This design comes from an exercise in tuning for small area on the open sky130 flow, not from production work. At most, simulation tests tie the RTL to the original design; equivalence was not proved. No driver is modelled on the clock port, so clock power and skew are understated where the tree is cut down; a real chip needs a root buffer or a tree. Power is estimated from default activity; no workload was simulated.

## simple_cpu
module simple_cpu (
    input  wire       CLK,
    input  wire       RST,         
    input  wire       Rx_in,
    output wire       Tx_out,
    output wire [7:0] LED_out
);
==> module simple_cpu, before the edit <==
module simple_cpu (
    input  wire       CLK,
    input  wire       RST,         
    input  wire       Rx_in,
    output wire       Tx_out,
    output wire [7:0] LED_out
);
    reg  [7:0]  cnt;
    reg  [3:0]  bn;        
    reg  [2:0]  st;        
    reg  [15:0] ar;        
    reg  [7:0]  H;         
    reg         txq;       
    reg  [7:0]  L;         
    reg  [2:0]  op;
    reg         c;         
    reg         sv;        
    wire [3:0] p = cnt[3:0];
    wire [2:0] d = bn[2:0];
    wire tx     = st[2] & (st[1] | st[0]);    
    wire idle   = bn[3] & ~bn[1] & bn[0];     
    wire wrap   = tx ? (cnt[7] & cnt[6] & cnt[4] & cnt[3])
                     : (cnt[7:5] == 3'b110) & (cnt[4] == bn[0]) & (p == 4'd15);
    wire win    = cnt[7:4] == 4'd6;
    wire stop   = bn == 4'd8;
    wire data   = ~bn[3];
    wire p0     = p == 4'd0;
    wire p15    = p == 4'd15;
    wire at     = ar[15];                      
    wire eq     = p == {st == 3'd1, d};        
    wire armed  = p[3] | (p[2:0] >= d);        
    reg am;
    always @(*) begin
        case (d)
            3'd0: am = ar[15];
            3'd1: am = ar[0];
            3'd2: am = ar[1];
            3'd3: am = ar[2];
            3'd4: am = ar[3];
            3'd5: am = ar[4];
            3'd6: am = ar[5];
            default: am = ar[6];
        endcase
    end
    wire op_sub = op == 3'd2;
    wire op_mul = op == 3'd3;
    wire op_not = op == 3'd6;
    wire arith  = ~op[2];
    wire st2 = st == 3'd2;
    wire st3 = st == 3'd3;
    wire st4 = st == 3'd4;
    wire p_data  = (st3 | st4) & data;
    wire p_hinit = st2 & stop & p[3];
    wire p_fix   = st4 & stop;
    wire act16   = win & st4 & (data | stop);
    wire act     = act16 | (win & ((st3 & data & ~p[3]) | p_hinit));
    wire tail     = act16 ? L[0] : H[0];
    wire init_val = ~op_mul & (at ^ op_not);
    wire first    = st4 & (bn == 4'd0) & ~p[3];
    wire B        = Rx_in;
    reg a;
    always @(*) begin
        if (act & (p_hinit | first))
            a = init_val;
        else if (act & p_fix & c)
            a = sv ^ ~p15;           
        else
            a = tail;
    end
    reg b;
    always @(*) begin
        b = 1'b0;
        if (act & p_data) begin
            case (op)
                3'd1, 3'd7: b = B & eq;
                3'd2:       b = B & armed;
                3'd3:       b = B & am & armed;
                3'd4:       b = ~B & eq & a;
                3'd5:       b = B & eq & ~a;
                default:    b = 1'b0;
            endcase
        end
    end
    wire ce   = act & c & arith & p_data & ~p0;
    wire sum  = a ^ b ^ ce;
    wire cout = (a & b) | (a & ce) | (b & ce);
    wire w1p  = act16 & (bn == 4'd7) & p15;      
    wire load_a  = (st == 3'd1 | st2) & data & win & eq;
    wire load_op = (st == 3'd0) & data & (d < 3'd3) & win & eq;
    wire [3:0] bn1 = bn + 4'd1;
    wire txnext = bn1[3] ? ~bn1[2] : ((st == 3'd5) ? H[0] : L[bn1[2:0]]);
    always @(posedge CLK or negedge RST) begin
        if (!RST) begin
            cnt  <= 8'd0;
            bn   <= 4'd9;
            st   <= 3'd0;
            L    <= 8'd0;
            txq  <= 1'b1;
        end else begin
            if (tx & wrap)
                txq <= txnext;
            if (act16)
                L <= {H[0], L[7:1]};
            if (idle) begin
                cnt <= {4'd0, p + 4'd1};
                if (!Rx_in)
                    bn <= 4'd15;
            end else begin
                cnt <= cnt + 8'd1;
                if (wrap) begin
                    cnt[7:4] <= 4'd0;
                    if (tx) cnt[3:0] <= 4'd0;
                    bn <= bn + 4'd1;
                end
                if (stop & (tx ? wrap : (cnt[7:4] == 4'd7) & p15)) begin
                    cnt[7:4] <= 4'd0;
                    if (st == 3'd6) begin
                        st <= 3'd0;
                        bn <= 4'd9;
                    end else begin
                        st <= st + 3'd1;
                        bn <= st[2] ? 4'd15 : 4'd9;
                        if (st[2]) cnt[3:0] <= 4'd0;
                        if (st[2] & ~st[1]) txq <= 1'b0;    
                    end
                end
            end
        end
    end
    always @(posedge CLK) begin
        ar <= {ar[14:0], load_a ? Rx_in : at};
        H <= {sum, H[7:1]};
        if (load_op)
            op <= {Rx_in, op[2:1]};
        if (w1p)
            c <= (at ~^ sv) & (at ^ sum) & (op == 3'd1 | op_sub);
        else if (act & ~p_fix)
            c <= cout;
        if (st3 & data & win)
            sv <= B ^ op_sub;        
    end
    assign Tx_out  = txq;
    assign LED_out = L;
endmodule
clock: 10.0 ns
lec_check: 0
cap_margin: 20
core_margin: 2
core_utilization: 40
place_density: 0.6
slew_margin: 20
standard.sh (not shown) runs the stock make flow with config.mk's settings and CLKGATE_MAP_FILE= SYNTH_SCRIPT=/design/flow/synth_recipe.tcl, a recipe that flattens the netlist after the stock synthesis.
==> flow/flow/run.sh <==
#!/bin/bash
# Own layout flow: the standard flow (standard.sh: same synthesis script,
# same steps, same floorplan, power grid and tap cells) with three settings
# changed for a smaller layout of this small, slow design:
#  - synthesis restructures logic with ABC's &deepsyn and maps it with the
#    area-oriented mapper (amap) instead of
#    the delay-oriented script; flip-flops are mapped exactly as before;
#  - port buffers use the smallest buffer (buf_1); every input and output
#    port still gets one;
set -uo pipefail
here=$(pwd)
rm -rf "$here/scripts_own"
cp -r "$FLOW_HOME/scripts" "$here/scripts_own"
cp "$here/flow/abc_area_map.script" "$here/scripts_own/abc_speed.script"
export SCRIPTS_DIR="$here/scripts_own"
export BUFFER_PORTS_ARGS="-buffer_cell sky130_fd_sc_hd__buf_1"
export POST_CTS_TCL="$here/flow/no_root_buffer.tcl"
export CTS_ARGS="-sink_clustering_enable -repair_clock_nets -buf_list sky130_fd_sc_hd__clkbuf_8 -root_buf sky130_fd_sc_hd__clkbuf_8 -dont_use_dummy_load"
bash standard.sh > standard.log 2>&1
status=$?
tail -5 standard.log
exit $status
==> flow/flow/abc_area_map.script <==
strash
&get -n
&deepsyn -J 20
&put
dch -f
amap
==> flow/flow/no_root_buffer.tcl <==
set block [ord::get_db_block]
set port_net [$block findNet CLK]
set root ""
foreach it [$port_net getITerms] {
  set inst [$it getInst]
  if {[string match "*clkbuf*" [[$inst getMaster] getName]]} { set root $inst }
}
if {$root eq ""} { error "no root clock buffer" }
if {[llength [$port_net getITerms]] != 1} { error "clock port drives more than the root buffer" }
set root_out ""
foreach it [$root getITerms] {
  if {[$it isOutputSignal]} { set root_out [$it getNet] }
}
set leaves 0
foreach it [$root_out getITerms] {
  set inst [$it getInst]
  if {$inst eq $root} { continue }
  if {![string match "*clkbuf*" [[$inst getMaster] getName]]} { error "root buffer drives a non-buffer" }
  incr leaves
}
if {$leaves > 4} { error "root buffer drives $leaves leaf buffers" }
foreach it [$root_out getITerms] {
  if {[$it getInst] eq $root} { continue }
  $it disconnect
  $it connect $port_net
}
odb::dbInst_destroy $root
odb::dbNet_destroy $root_out
puts "no_root_buffer: clock port now drives $leaves leaf clock buffers"
detailed_placement
check_placement -verbose
estimate_parasitics -placement
report_clock_skew
Rerun with:
--- a/flow/design.v
+++ b/flow/design.v
@@ -20,7 +20,7 @@
     wire tx     = st[2] & (st[1] | st[0]);    
     wire idle   = bn[3] & ~bn[1] & bn[0];     
-    wire wrap   = tx ? (cnt[7] & cnt[6] & cnt[4] & cnt[3])
-                     : (cnt[7:5] == 3'b110) & (cnt[4] == bn[0]) & (p == 4'd15);
+    wire wrap   = (cnt[7:4] == 4'd13) & p[3] & (p[2:0] == {3{~tx}});
     wire win    = cnt[7:4] == 4'd6;
+    wire win1   = cnt[7:4] == 4'd4;
     wire stop   = bn == 4'd8;
     wire data   = ~bn[3];
@@ -63,6 +63,6 @@
         if (act & (p_hinit | first))
             a = init_val;
-        else if (act & p_fix & c)
-            a = sv ^ ~p15;           
+        else if (act & p_fix & sv)
+            a = c ^ p15;
         else
             a = tail;
@@ -85,5 +85,5 @@
     wire sum  = a ^ b ^ ce;
     wire cout = (a & b) | (a & ce) | (b & ce);
-    wire w1p  = act16 & (bn == 4'd7) & p15;      
+    wire w1p  = st4 & stop & win1 & p15;
     wire load_a  = (st == 3'd1 | st2) & data & win & eq;
     wire load_op = (st == 3'd0) & data & (d < 3'd3) & win & eq;
@@ -134,9 +134,11 @@
             op <= {Rx_in, op[2:1]};
         if (w1p)
-            c <= (at ~^ sv) & (at ^ sum) & (op == 3'd1 | op_sub);
+            c <= H[0];
         else if (act & ~p_fix)
             c <= cout;
         if (st3 & data & win)
-            sv <= B ^ op_sub;        
+            sv <= B ^ op_sub;            
+        else if (w1p)
+            sv <= (at ~^ sv) & (at ^ H[0]) & (op == 3'd1 | op_sub);   
     end
     assign Tx_out  = txq;
Global-route usage decreases by 0.35 points.
Hold slack improved by 0.0069 ns.
Design area went up by 2.5%.
Via count fell by 0.38%.
Die area rises by 2.5%.
Clock skew increases by 0.0059 ns.
First-iteration DRC count shrinks by 8.8%.
Total power shrinks by 0.56%.
Routed wire length hardly moves.
Fmax grows by 17%.
Area after synthesis rose by 2.6%.
Critical path depth does not change.
No functional check of the RTL was part of the second run of this note.

* * *

the previous run:
The RTL this note starts from:
==> flow/design.v <==
module simple_cpu (
    input  wire       CLK,
    input  wire       RST,         
    input  wire       Rx_in,
    output wire       Tx_out,
    output wire [7:0] LED_out
);
    reg  [7:0]  cnt;
    reg  [3:0]  bn;        
    reg  [2:0]  st;        
    reg  [15:0] ar;        
    reg  [7:0]  H;         
    reg  [7:0]  L;         
    reg  [2:0]  op;
    reg         c;         
    reg         sv;        
    wire [3:0] p = cnt[3:0];
    wire [2:0] d = bn[2:0];
    wire tx     = st[2] & (st[1] | st[0]);    
    wire idle   = bn[3] & ~bn[1] & bn[0];     
    wire wrap   = tx ? (cnt[7] & cnt[6] & cnt[4] & cnt[3])
                     : (cnt[7:5] == 3'b110) & (cnt[4] == bn[0]) & (p == 4'd15);
    wire win    = cnt[7:4] == 4'd6;
    wire win1   = cnt[7:4] == 4'd4;
    wire stop   = bn == 4'd8;
    wire data   = ~bn[3];
    wire p0     = p == 4'd0;
    wire p15    = p == 4'd15;
    wire at     = ar[15];                      
    wire eq     = p == {st == 3'd1, d};        
    wire armed  = p[3] | (p[2:0] >= d);        
    reg am;
    always @(*) begin
        case (d)
            3'd0: am = ar[15];
            3'd1: am = ar[0];
            3'd2: am = ar[1];
            3'd3: am = ar[2];
            3'd4: am = ar[3];
            3'd5: am = ar[4];
            3'd6: am = ar[5];
            default: am = ar[6];
        endcase
    end
    wire op_sub = op == 3'd2;
    wire op_mul = op == 3'd3;
    wire op_not = op == 3'd6;
    wire arith  = ~op[2];
    wire st2 = st == 3'd2;
    wire st3 = st == 3'd3;
    wire st4 = st == 3'd4;
    wire p_data  = (st3 | st4) & data;
    wire p_hinit = st2 & stop & p[3];
    wire p_fix   = st4 & stop;
    wire act16   = win & st4 & (data | stop);
    wire act     = act16 | (win & ((st3 & data & ~p[3]) | p_hinit));
    wire tail     = st4 ? L[0] : H[0];
    wire init_val = ~op_mul & (at ^ op_not);
    wire first    = st4 & (bn == 4'd0) & ~p[3];
    wire B        = Rx_in;
    reg a;
    always @(*) begin
        if (p_hinit | first)
            a = init_val;
        else if (p_fix & sv)
            a = c ^ p15;
        else
            a = tail;
    end
    reg b;
    always @(*) begin
        b = 1'b0;
        if (p_data) begin
            case (op)
                3'd1, 3'd7: b = B & eq;
                3'd2:       b = B & armed;
                3'd3:       b = B & am & armed;
                3'd4:       b = ~B & eq & a;
                3'd5:       b = B & eq & ~a;
                default:    b = 1'b0;
            endcase
        end
    end
    wire ce   = c & arith & p_data & ~p0;
    wire sum  = a ^ b ^ ce;
    wire cout = (a & b) | (a & ce) | (b & ce);
    wire hsh  = act | ((st == 3'd5) & wrap & (bn != 4'd15));
    wire w1p  = st4 & stop & win1 & p15;
    wire load_a  = (st == 3'd1 | st2) & data & win & eq;
    wire load_op = (st == 3'd0) & data & (d < 3'd3) & win & eq;
    wire txbit = (st == 3'd5) ? H[0] : L[d];
    always @(posedge CLK or negedge RST) begin
        if (!RST) begin
            cnt  <= 8'd0;
            bn   <= 4'd9;
            st   <= 3'd0;
            L    <= 8'd0;
        end else begin
            if (act16)
                L <= {H[0], L[7:1]};
            if (idle) begin
                cnt <= {4'd0, p + 4'd1};
                if (!Rx_in)
                    bn <= 4'd15;
            end else begin
                cnt <= cnt + 8'd1;
                if (wrap) begin
                    cnt[7:4] <= 4'd0;
                    if (tx) cnt[3:0] <= 4'd0;
                    bn <= bn + 4'd1;
                end
                if (stop & (tx ? wrap : cnt[7])) begin
                    cnt[7:4] <= 4'd0;
                    if (st == 3'd6) begin
                        st <= 3'd0;
                        bn <= 4'd9;
                    end else begin
                        st <= st + 3'd1;
                        bn <= st[2] ? 4'd15 : 4'd9;
                        if (st[2]) cnt[3:0] <= 4'd0;
                    end
                end
            end
        end
    end
    always @(posedge CLK) begin
        ar <= {ar[14:0], load_a ? Rx_in : at};
        if (hsh)
            H <= {sum, H[7:1]};
        if (load_op)
            op <= {Rx_in, op[2:1]};
        if (w1p)
            c <= H[7];
        else if (act & ~p_fix)
            c <= cout;
        if (st3 & (bn == 4'd7) & win & p15)
            sv <= ~(at ^ B ^ op_sub);
        else if (w1p)
            sv <= sv & (at ^ H[7]) & (op == 3'd1 | op_sub);
    end
    assign Tx_out  = ~tx | (bn[3] ? ~bn[0] : txbit);
    assign LED_out = L;
endmodule
Settings: LEC_CHECK=0, CAP_MARGIN=20, CORE_MARGIN=2, CORE_UTILIZATION=40, PLACE_DENSITY=0.6, SLEW_MARGIN=20; clock period 10.0 ns.
==> flow/flow/run.sh <==
#!/bin/bash
# Own layout flow: the standard flow (standard.sh: same synthesis script,
# same steps, same floorplan, power grid and tap cells) with three settings
# changed for a smaller layout of this small, slow design:
#  - synthesis maps logic with ABC's area-oriented mapper (amap) instead of
#    the delay-oriented script; flip-flops are mapped exactly as before;
#  - port buffers use the smallest buffer (buf_1); every input and output
#    port still gets one;
#  - the clock tree is built from clkbuf_8 cells without dummy loads.
set -uo pipefail
here=$(pwd)
rm -rf "$here/scripts_own"
cp -r "$FLOW_HOME/scripts" "$here/scripts_own"
cp "$here/flow/abc_area_map.script" "$here/scripts_own/abc_speed.script"
export SCRIPTS_DIR="$here/scripts_own"
export BUFFER_PORTS_ARGS="-buffer_cell sky130_fd_sc_hd__buf_1"
export CTS_ARGS="-sink_clustering_enable -repair_clock_nets -buf_list sky130_fd_sc_hd__clkbuf_8 -root_buf sky130_fd_sc_hd__clkbuf_8 -dont_use_dummy_load"
bash standard.sh > standard.log 2>&1
status=$?
tail -5 standard.log
exit $status
==> flow/flow/abc_area_map.script <==
strash
dc2
dch -f
amap
Modified inputs, the current run compared to the previous run
--- a/flow/design.v
+++ b/flow/design.v
@@ -9,8 +9,9 @@
     reg  [3:0]  bn;        
     reg  [2:0]  st;        
     reg  [15:0] ar;        
     reg  [7:0]  H;         
+    reg         txq;       
     reg  [7:0]  L;         
     reg  [2:0]  op;
     reg         c;         
     reg         sv;        
@@ -53,25 +54,25 @@
     wire p_hinit = st2 & stop & p[3];
     wire p_fix   = st4 & stop;
     wire act16   = win & st4 & (data | stop);
     wire act     = act16 | (win & ((st3 & data & ~p[3]) | p_hinit));
-    wire tail     = st4 ? L[0] : H[0];
+    wire tail     = act16 ? L[0] : H[0];
     wire init_val = ~op_mul & (at ^ op_not);
     wire first    = st4 & (bn == 4'd0) & ~p[3];
     wire B        = Rx_in;
     reg a;
     always @(*) begin
-        if (p_hinit | first)
+        if (act & (p_hinit | first))
             a = init_val;
-        else if (p_fix & sv)
+        else if (act & p_fix & sv)
             a = c ^ p15;
         else
             a = tail;
     end
     reg b;
     always @(*) begin
         b = 1'b0;
-        if (p_data) begin
+        if (act & p_data) begin
             case (op)
                 3'd1, 3'd7: b = B & eq;
                 3'd2:       b = B & armed;
                 3'd3:       b = B & am & armed;
@@ -80,23 +81,26 @@
                 default:    b = 1'b0;
             endcase
         end
     end
-    wire ce   = c & arith & p_data & ~p0;
+    wire ce   = act & c & arith & p_data & ~p0;
     wire sum  = a ^ b ^ ce;
     wire cout = (a & b) | (a & ce) | (b & ce);
-    wire hsh  = act | ((st == 3'd5) & wrap & (bn != 4'd15));
     wire w1p  = st4 & stop & win1 & p15;
     wire load_a  = (st == 3'd1 | st2) & data & win & eq;
     wire load_op = (st == 3'd0) & data & (d < 3'd3) & win & eq;
-    wire txbit = (st == 3'd5) ? H[0] : L[d];
+    wire [3:0] bn1 = bn + 4'd1;
+    wire txnext = bn1[3] ? ~bn1[2] : ((st == 3'd5) ? H[0] : L[bn1[2:0]]);
     always @(posedge CLK or negedge RST) begin
         if (!RST) begin
             cnt  <= 8'd0;
             bn   <= 4'd9;
             st   <= 3'd0;
             L    <= 8'd0;
+            txq  <= 1'b1;
         end else begin
+            if (tx & wrap)
+                txq <= txnext;
             if (act16)
                 L <= {H[0], L[7:1]};
             if (idle) begin
                 cnt <= {4'd0, p + 4'd1};
@@ -108,36 +112,36 @@
                     cnt[7:4] <= 4'd0;
                     if (tx) cnt[3:0] <= 4'd0;
                     bn <= bn + 4'd1;
                 end
-                if (stop & (tx ? wrap : cnt[7])) begin
+                if (stop & (tx ? wrap : (cnt[7:4] == 4'd7) & p15)) begin
                     cnt[7:4] <= 4'd0;
                     if (st == 3'd6) begin
                         st <= 3'd0;
                         bn <= 4'd9;
                     end else begin
                         st <= st + 3'd1;
                         bn <= st[2] ? 4'd15 : 4'd9;
                         if (st[2]) cnt[3:0] <= 4'd0;
+                        if (st[2] & ~st[1]) txq <= 1'b0;    
                     end
                 end
             end
         end
     end
     always @(posedge CLK) begin
         ar <= {ar[14:0], load_a ? Rx_in : at};
-        if (hsh)
-            H <= {sum, H[7:1]};
+        H <= {sum, H[7:1]};
         if (load_op)
             op <= {Rx_in, op[2:1]};
         if (w1p)
-            c <= H[7];
+            c <= H[0];
         else if (act & ~p_fix)
             c <= cout;
-        if (st3 & (bn == 4'd7) & win & p15)
-            sv <= ~(at ^ B ^ op_sub);
+        if (st3 & (bn == 4'd7) & win)
+            sv <= B ^ op_sub;                                
         else if (w1p)
-            sv <= sv & (at ^ H[7]) & (op == 3'd1 | op_sub);
+            sv <= (at ~^ sv) & (at ^ H[0]) & (op == 3'd1 | op_sub);   
     end
-    assign Tx_out  = ~tx | (bn[3] ? ~bn[0] : txbit);
+    assign Tx_out  = txq;
     assign LED_out = L;
 endmodule
### Flow results
Clock edge transition at the registers on the reported setup and hold paths: the current run vs the previous run, no meaningful difference
Of the previous run and the current run, the higher global routing usage on met2 belongs to the current run.
In the reports for the previous run and the current run, the smaller overall power of the completed layout belongs to the current run.
[compare] base=the previous run new=the current run: number of setup violations in the final report ~0 delta; reported leakage power saw a decrease; final design instance area without fill saw a decrease; smallest setup slack after layout has decreased; layout buffer count excluding clock buffers moved down.
The current run: done, clean on timing, DRC and antenna
Sum of met2 wire segment lengths after detailed routing: the current run > the previous run

[static timing again, ports no longer ideal]
The results above use ideal ports. As a check the final layouts listed here were re-extracted and re-timed, cells and wires unchanged. Step 1 sets driving cells, clkbuf_16 on the clock port and buf_2 on the other inputs (assumed; they add their load-dependent delay and slew). Step 2 also shifts input and output timing later by t, the mid clock arrival at the registers, as if the neighbouring blocks saw the same clock. Slacks: ideal / step 1 / step 2; pairs: ideal / step 1.
run | shift t [ns] | setup WS [ns] | cell pins on the clock port's net
the first run of note 1 | 0.195 | 5.069 / 5.069 / 5.069 | 4
the second run of note 1 | 0.193 | 5.773 / 5.772 / 5.772 | 4
the previous run | 0.327 | 5.780 / 5.750 / 6.077 | 1
the current run | 0.320 | 5.297 / 5.297 / 5.297 | 1
After both steps every run listed still meets setup and hold. For the second run of note 1, which loses most, drivers alone change the setup slack by -0.001 ns; drivers and shift together by -0.001 ns.
